What follows belongs to an exercise in optimizing a design on an open flow for small area, a short achievable clock period and few clock cycles per item; a production flow would make more cautious choices. RTL that was checked went through simulation tests only; none was proved equivalent to the original.

## MyDesign
module MyDesign #(parameter OUTPUT_LENGTH       = 8,
                  parameter MAX_MESSAGE_LENGTH  = 55,
                  parameter NUMBER_OF_Ks        = 64,
                  parameter NUMBER_OF_Hs        = 8 ,
                  parameter SYMBOL_WIDTH        = 8  )
            (
            output reg                                      dut__xxx__finish     ,
            input  wire                                     xxx__dut__go         ,
            input  wire  [ $clog2(MAX_MESSAGE_LENGTH):0]    xxx__dut__msg_length ,
            output reg  [ $clog2(MAX_MESSAGE_LENGTH)-1:0]   dut__msg__address  ,
            output wire                                     dut__msg__enable   ,
            output wire                                     dut__msg__write    ,
            input  wire [7:0]                               msg__dut__data     ,
            output wire [ $clog2(NUMBER_OF_Ks)-1:0]         dut__kmem__address  ,
            output wire                                     dut__kmem__enable   ,
            output wire                                     dut__kmem__write    ,
            input  wire [31:0]                              kmem__dut__data     ,
            output reg  [ $clog2(NUMBER_OF_Hs)-1:0]         dut__hmem__address  ,
            output wire                                     dut__hmem__enable   ,
            output wire                                     dut__hmem__write    ,
            input  wire [31:0]                              hmem__dut__data     ,
            output reg  [ $clog2(OUTPUT_LENGTH)-1:0]        dut__dom__address  ,
            output reg  [31:0]                              dut__dom__data     ,
            output wire                                     dut__dom__enable   ,
            output wire                                     dut__dom__write    ,
            input  wire                 clk             ,
            input  wire                 reset
            );
==> flow/config.mk <==
export PLATFORM = sky130hd
export DESIGN_NAME = MyDesign
export DESIGN_NICKNAME = MyDesign
export VERILOG_FILES = /design/flow/design.v
export SDC_FILE = /design/flow/constraint.sdc
export NUM_CORES = 4
export LEC_CHECK = 0
export CAP_MARGIN = 20
export CORE_MARGIN = 2
export CORE_UTILIZATION = 40
export CTS_CLUSTER_DIAMETER = 100
export CTS_CLUSTER_SIZE = 24
export SETUP_SLACK_MARGIN = 5
export SLEW_MARGIN = 20
==> flow/constraint.sdc <==
create_clock -name core_clock -period 10.0 [get_ports {clk}]
set_input_delay 2.0000 -clock core_clock [delete_from_list [all_inputs] [get_ports {clk}]]
set_output_delay 2.0000 -clock core_clock [all_outputs]
set_load 0.01 [all_outputs]
standard.sh (not shown) runs the stock make flow with config.mk's settings and CLKGATE_MAP_FILE= SYNTH_SCRIPT=/design/flow/synth_recipe.tcl, a recipe that flattens the netlist after the stock synthesis.
==> flow/flow/run.sh <==
#!/bin/bash
bash standard.sh SETUP_SLACK_MARGIN=5.5 finish > standard.log 2>&1
Testbench counts at the start, summed over its fixed seeds: cycles 17,686, hashes 192.
Next try:
==> flow/flow/run.sh (replaced) <==
#!/bin/bash
bash standard.sh SETUP_SLACK_MARGIN=6 finish > standard.log 2>&1
- CTS_CLUSTER_DIAMETER: 100 -> not set
- CTS_CLUSTER_SIZE: 24 -> not set
After rerunning: Clock-buffer cell count is higher by 56; via count is higher by 4.3%; die area is unchanged.
Next try:
==> flow/flow/run.sh (replaced) <==
#!/bin/bash
bash standard.sh SETUP_SLACK_MARGIN=5.5 "BUFFER_PORTS_ARGS=-buffer_cell sky130_fd_sc_hd__buf_1" finish > standard.log 2>&1
- CTS_CLUSTER_DIAMETER: not set -> 100
- CTS_CLUSTER_SIZE: not set -> 24
What happened: Cell count went down by a few percent; die area stays the same; final area went down by roughly a tenth; worst setup slack degrades by 110 ps; wire length went down by a few percent; area after synthesis stays the same; clock-buffer cell count went down by 58; critical path depth is unchanged.
Next try:
==> flow/flow/run.sh (replaced) <==
#!/bin/bash
bash standard.sh SETUP_SLACK_MARGIN=6 finish > standard.log 2>&1
- PLACE_DENSITY: not set -> 0.75
Worst setup slack loses 63 ps.
Clock-buffer cell count came out higher by 14.
Final area climbs by 7.0%.
Clock skew barely changes.
Next try:
- PLACE_DENSITY: 0.75 -> not set
After rerunning:
- sequential share of layout area rose by 0.18 points
- final area shrinks by 0.37%
- synthesized cell count stays the same
- die area is unchanged
- flip-flop and latch count does not change

---

Setup of old:
The RTL this note starts from:
==> flow/design.v <==
module MyDesign #(parameter OUTPUT_LENGTH       = 8,
                  parameter MAX_MESSAGE_LENGTH  = 55,
                  parameter NUMBER_OF_Ks        = 64,
                  parameter NUMBER_OF_Hs        = 8 ,
                  parameter SYMBOL_WIDTH        = 8  )
            (
            output reg                                      dut__xxx__finish     ,
            input  wire                                     xxx__dut__go         ,
            input  wire  [ $clog2(MAX_MESSAGE_LENGTH):0]    xxx__dut__msg_length ,
            output reg  [ $clog2(MAX_MESSAGE_LENGTH)-1:0]   dut__msg__address  ,
            output wire                                     dut__msg__enable   ,
            output wire                                     dut__msg__write    ,
            input  wire [7:0]                               msg__dut__data     ,
            output wire [ $clog2(NUMBER_OF_Ks)-1:0]         dut__kmem__address  ,
            output wire                                     dut__kmem__enable   ,
            output wire                                     dut__kmem__write    ,
            input  wire [31:0]                              kmem__dut__data     ,
            output reg  [ $clog2(NUMBER_OF_Hs)-1:0]         dut__hmem__address  ,
            output wire                                     dut__hmem__enable   ,
            output wire                                     dut__hmem__write    ,
            input  wire [31:0]                              hmem__dut__data     ,
            output reg  [ $clog2(OUTPUT_LENGTH)-1:0]        dut__dom__address  ,
            output reg  [31:0]                              dut__dom__data     ,
            output wire                                     dut__dom__enable   ,
            output wire                                     dut__dom__write    ,
            input  wire                 clk             ,
            input  wire                 reset
            );
assign dut__msg__enable  = 1'b1;
assign dut__msg__write   = 1'b0;
assign dut__kmem__enable = 1'b1;
assign dut__kmem__write  = 1'b0;
assign dut__hmem__enable = 1'b1;
assign dut__hmem__write  = 1'b0;
reg        busy;
reg  [6:0] r, p;
reg  [3:0] hcnt;
reg        dom_en;
reg  [5:0] lenr;                             
reg  [5:0] kaddr;                            
reg  [31:0] kreg;                            
wire       start = xxx__dut__go & ~busy;
wire       act   = busy | xxx__dut__go;
wire       kwf   = p[0] ^ r[0];              
wire       hdone = hcnt[3] | (hcnt[2:0] == 3'd7);
wire       last  = (r == 7'd69);
assign dut__kmem__address = kaddr;
assign dut__dom__enable   = dom_en;
assign dut__dom__write    = dom_en;
wire [5:0] maddr = dut__msg__address;
wire       mdone = (maddr == lenr);
wire       wavail = (p[6:4] != 3'd0) | mdone | (maddr[5:2] == p[3:0] + 4'd1);
wire rstep = kwf & hdone & ~r[6];
wire pstep = busy & ~p[6] & wavail & (~kwf | rstep);
wire rd    = start | (busy & ~mdone & ((maddr[5:2] == p[3:0]) | pstep));
wire hload = act & ~hdone;
wire h0ld  = rstep & (r == 7'd0);
wire drain = busy & (r >= 7'd65) & (r <= 7'd67);
wire owr   = busy & (r >= 7'd61) & (r <= 7'd68);
function [2:0] wordof(input [2:0] km1);
    case (km1)
        3'd4: wordof = 3'd7;
        3'd5: wordof = 3'd3;
        3'd6: wordof = 3'd2;
        3'd7: wordof = 3'd1;
        3'd0: wordof = 3'd0;
        3'd1: wordof = 3'd6;
        3'd2: wordof = 3'd5;
        default: wordof = 3'd4;
    endcase
endfunction
wire [6:0] r_n    = last ? 7'd0 : ((rstep | (busy & r[6])) ? r + 7'd1 : r);
wire [3:0] hcnt_n = last ? 4'd0 : ((hload | h0ld) ? hcnt + 4'd1 : hcnt);
wire [2:0] haddr_n = hcnt_n[3] ? wordof(r_n[2:0] - 3'd1) : ~hcnt_n[2:0];
always @(posedge clk or posedge reset) begin
    if (reset) begin
        busy              <= 1'b0;
        r                 <= 7'd0;
        p                 <= 7'd0;
        hcnt              <= 4'd0;
        dut__msg__address <= 6'd0;
        kaddr             <= 6'd0;
        dut__hmem__address<= 3'd7;
        dut__xxx__finish  <= 1'b0;
        dom_en            <= 1'b0;
    end else begin
        busy               <= start | (busy & ~last);
        r                  <= r_n;
        p                  <= last ? 7'd0 : (pstep ? p + 7'd1 : p);
        hcnt               <= hcnt_n;
        dut__msg__address  <= last ? 6'd0 : (rd ? maddr + 6'd1 : maddr);
        kaddr              <= last ? 6'd0 : ((start | pstep) ? kaddr + 6'd1 : kaddr);
        dut__hmem__address <= haddr_n;
        dut__xxx__finish   <= busy & last;
        dom_en             <= owr;
    end
end
reg  [31:0] wr [0:15];
reg  [31:0] kw;
function [31:0] rotr(input [31:0] x, input integer n);
    rotr = (x >> n) | (x << (32 - n));
endfunction
always @(posedge clk) begin
    if (start) lenr <= xxx__dut__msg_length[5:0];
    if (start | pstep) kreg <= kmem__dut__data;
end
wire [5:0]  len   = start ? xxx__dut__msg_length[5:0] : lenr;
wire [3:0]  q     = start ? 4'd0 : p[3:0] + 4'd1;
wire        qlen  = (len[5:2] == q);
wire [31:0] padw  = {qlen & (len[1:0] == 2'd0), 7'd0,
                     qlen & (len[1:0] == 2'd1), 7'd0,
                     qlen & (len[1:0] == 2'd2), 7'd0,
                     qlen & (len[1:0] == 2'd3), 7'd0}
                  | ((q == 4'd15) ? {23'd0, len[5:0], 3'd0} : 32'd0);
wire        p_lt15 = (p[6:4] == 3'd0) & (p[3:0] != 4'd15);
reg  [31:0] sreg;
wire [31:0] ss0 = rotr(wr[2], 7) ^ rotr(wr[2], 18) ^ (wr[2] >> 3);
wire [31:0] ss1 = rotr(wr[14], 17) ^ rotr(wr[14], 19) ^ (wr[14] >> 10);
wire [31:0] u0  = wr[1] ^ wr[10] ^ ss0;
wire [31:0] u1  = ((wr[1] & wr[10]) | (wr[1] & ss0) | (wr[10] & ss0)) << 1;
wire [31:0] snew  = u0 + u1;
wire [31:0] sched = ss1 + sreg;
wire selS = pstep & ~p_lt15;
reg [31:0] wrest;
always @(*) begin
    wrest = ((pstep & p_lt15) | start) ? padw : wr[15];
    if (rd) begin
        case (maddr[1:0])
            2'd0: wrest[31:24] = msg__dut__data;
            2'd1: wrest[23:16] = msg__dut__data;
            2'd2: wrest[15: 8] = msg__dut__data;
            2'd3: wrest[ 7: 0] = msg__dut__data;
        endcase
    end
end
wire [31:0] w15n = selS ? sched : wrest;
integer i;
always @(posedge clk) begin
    if (pstep) begin
        for (i = 0; i < 15; i = i + 1) wr[i] <= wr[i+1];
        sreg <= snew;
        kw <= kreg + wr[15];
    end
    wr[15] <= w15n;
end
reg [31:0] A1, A2, A3, A4, e, f, g, h;
wire [31:0] S0  = rotr(A1, 2) ^ rotr(A1, 13) ^ rotr(A1, 22);
wire [31:0] S1  = rotr(e, 6) ^ rotr(e, 11) ^ rotr(e, 25);
wire [31:0] ch  = g ^ (e & (f ^ g));
wire [31:0] maj = (A1 & A2) | (A3 & (A1 | A2));
wire [31:0] nA4 = ~A4;
wire [31:0] x0 = A3 ^ h ^ kw;
wire [31:0] x1 = ((A3 & h) | (A3 & kw) | (h & kw)) << 1;
wire [31:0] y0 = x0 ^ x1 ^ ch;
wire [31:0] y1 = ((x0 & x1) | (x0 & ch) | (x1 & ch)) << 1;
wire [31:0] z0 = y0 ^ y1 ^ S1;
wire [31:0] z1 = ((y0 & y1) | (y0 & S1) | (y1 & S1)) << 1;
wire [31:0] enew = z0 + z1;
wire [31:0] ua = e ^ nA4 ^ maj;
wire [31:0] ub = {((e[30:0] & nA4[30:0]) | (e[30:0] & maj[30:0]) | (nA4[30:0] & maj[30:0])), 1'b1};
wire [31:0] va = ua ^ ub ^ S0;
wire [31:0] vb = ((ua & ub) | (ua & S0) | (ub & S0)) << 1;
wire [31:0] anew = va + vb;
wire r0     = (r == 7'd0);
wire ashift = hload | rstep | (busy & (r == 7'd64));
wire eshift = hload | rstep | drain;
always @(posedge clk) begin
    if (ashift) begin
        A1 <= (hload | r0) ? hmem__dut__data : anew;
        A2 <= A1; A3 <= A2; A4 <= A3;
    end
    if (eshift) begin
        e <= hload ? A3 : enew;
        f <= e; g <= f; h <= g;
    end
end
reg  [1:0] tsel;                             
wire [31:0] tap = tsel[1] ? h : (tsel[0] ? A1 : e);
always @(posedge clk) begin
    tsel <= (r_n == 7'd61) ? 2'd0 : ((r_n <= 7'd65) ? 2'd1 : 2'd2);
    dut__dom__data    <= tap + hmem__dut__data;
    dut__dom__address <= dut__hmem__address;
end
endmodule
export LEC_CHECK = 0
export ABC_AREA = 1
export CAP_MARGIN = 20
export CORE_MARGIN = 2
export CORE_UTILIZATION = 40
export CTS_CLUSTER_DIAMETER = 100
export CTS_CLUSTER_SIZE = 24
export SETUP_SLACK_MARGIN = 5
export SLEW_MARGIN = 20
create_clock -name core_clock -period 10.0 [get_ports {clk}]
==> flow/flow/run.sh <==
#!/bin/bash
bash standard.sh SETUP_SLACK_MARGIN=6 "BUFFER_PORTS_ARGS=-buffer_cell sky130_fd_sc_hd__buf_1" finish > standard.log 2>&1
[inputs] new vs old
Settings: ABC_AREA no longer set, was 1.
==> flow/flow/run.sh <==
#!/bin/bash
bash standard.sh SETUP_SLACK_MARGIN=5.5 "BUFFER_PORTS_ARGS=-buffer_cell sky130_fd_sc_hd__buf_1" finish > standard.log 2>&1
## What came out
met1 as the most congested layer reported by global routing was reported by old, and met2 by new. Taking old as the reference, in new synthesized area fell by 2100 µm²; fraction of layout cells with a size suffix above 1 rose by 0.84 points; maximum clock frequency fell by 9.7%.
No run of this note included a check of the RTL's function; only the layout flow was run.

==> re-timing with driven ports <==
In the flow no input, the clock included, has a driving cell. The finished layouts below were timed again as built, in two steps.
Step 1: set_driving_cell puts a clkbuf_16 on clk and a buf_2 on each other input, an assumption about the parent block.
Step 2 moves the port delays by t, midway between the first and last clock arrival at a register: inputs arrive t later, outputs are due t later. That takes back most of the time a late clock gives input paths.
a / b / c = ideal / step 1 / step 2; a / b = the first two.
run	t (ns)	setup slack, ns	worst hold slack (ns)	worst data-port slew with drivers (ns)
the first run of note 1	0.716	5.342 / 5.342 / 4.903	0.412 / 0.412 / 0.412	0.08
the second run of note 1	0.736	5.528 / 5.528 / 5.360	0.403 / 0.403 / 0.403	0.08
the third run of note 1	0.713	5.418 / 5.418 / 5.061	0.416 / 0.416 / 0.416	0.10
the fourth run of note 1	0.704	5.355 / 5.355 / 5.355	0.416 / 0.416 / 0.416	0.08
the fifth run of note 1	0.710	5.489 / 5.489 / 5.409	0.415 / 0.415 / 0.415	0.08
old	0.741	5.897 / 5.923 / 5.182	0.401 / 0.401 / 0.401	0.06
new	0.728	5.456 / 5.456 / 4.937	0.392 / 0.392 / 0.392	0.08
After both steps setup and hold are still met in every run listed. For old, which loses most, drivers alone change the setup slack by +0.026 ns; drivers and shift together by -0.715 ns.
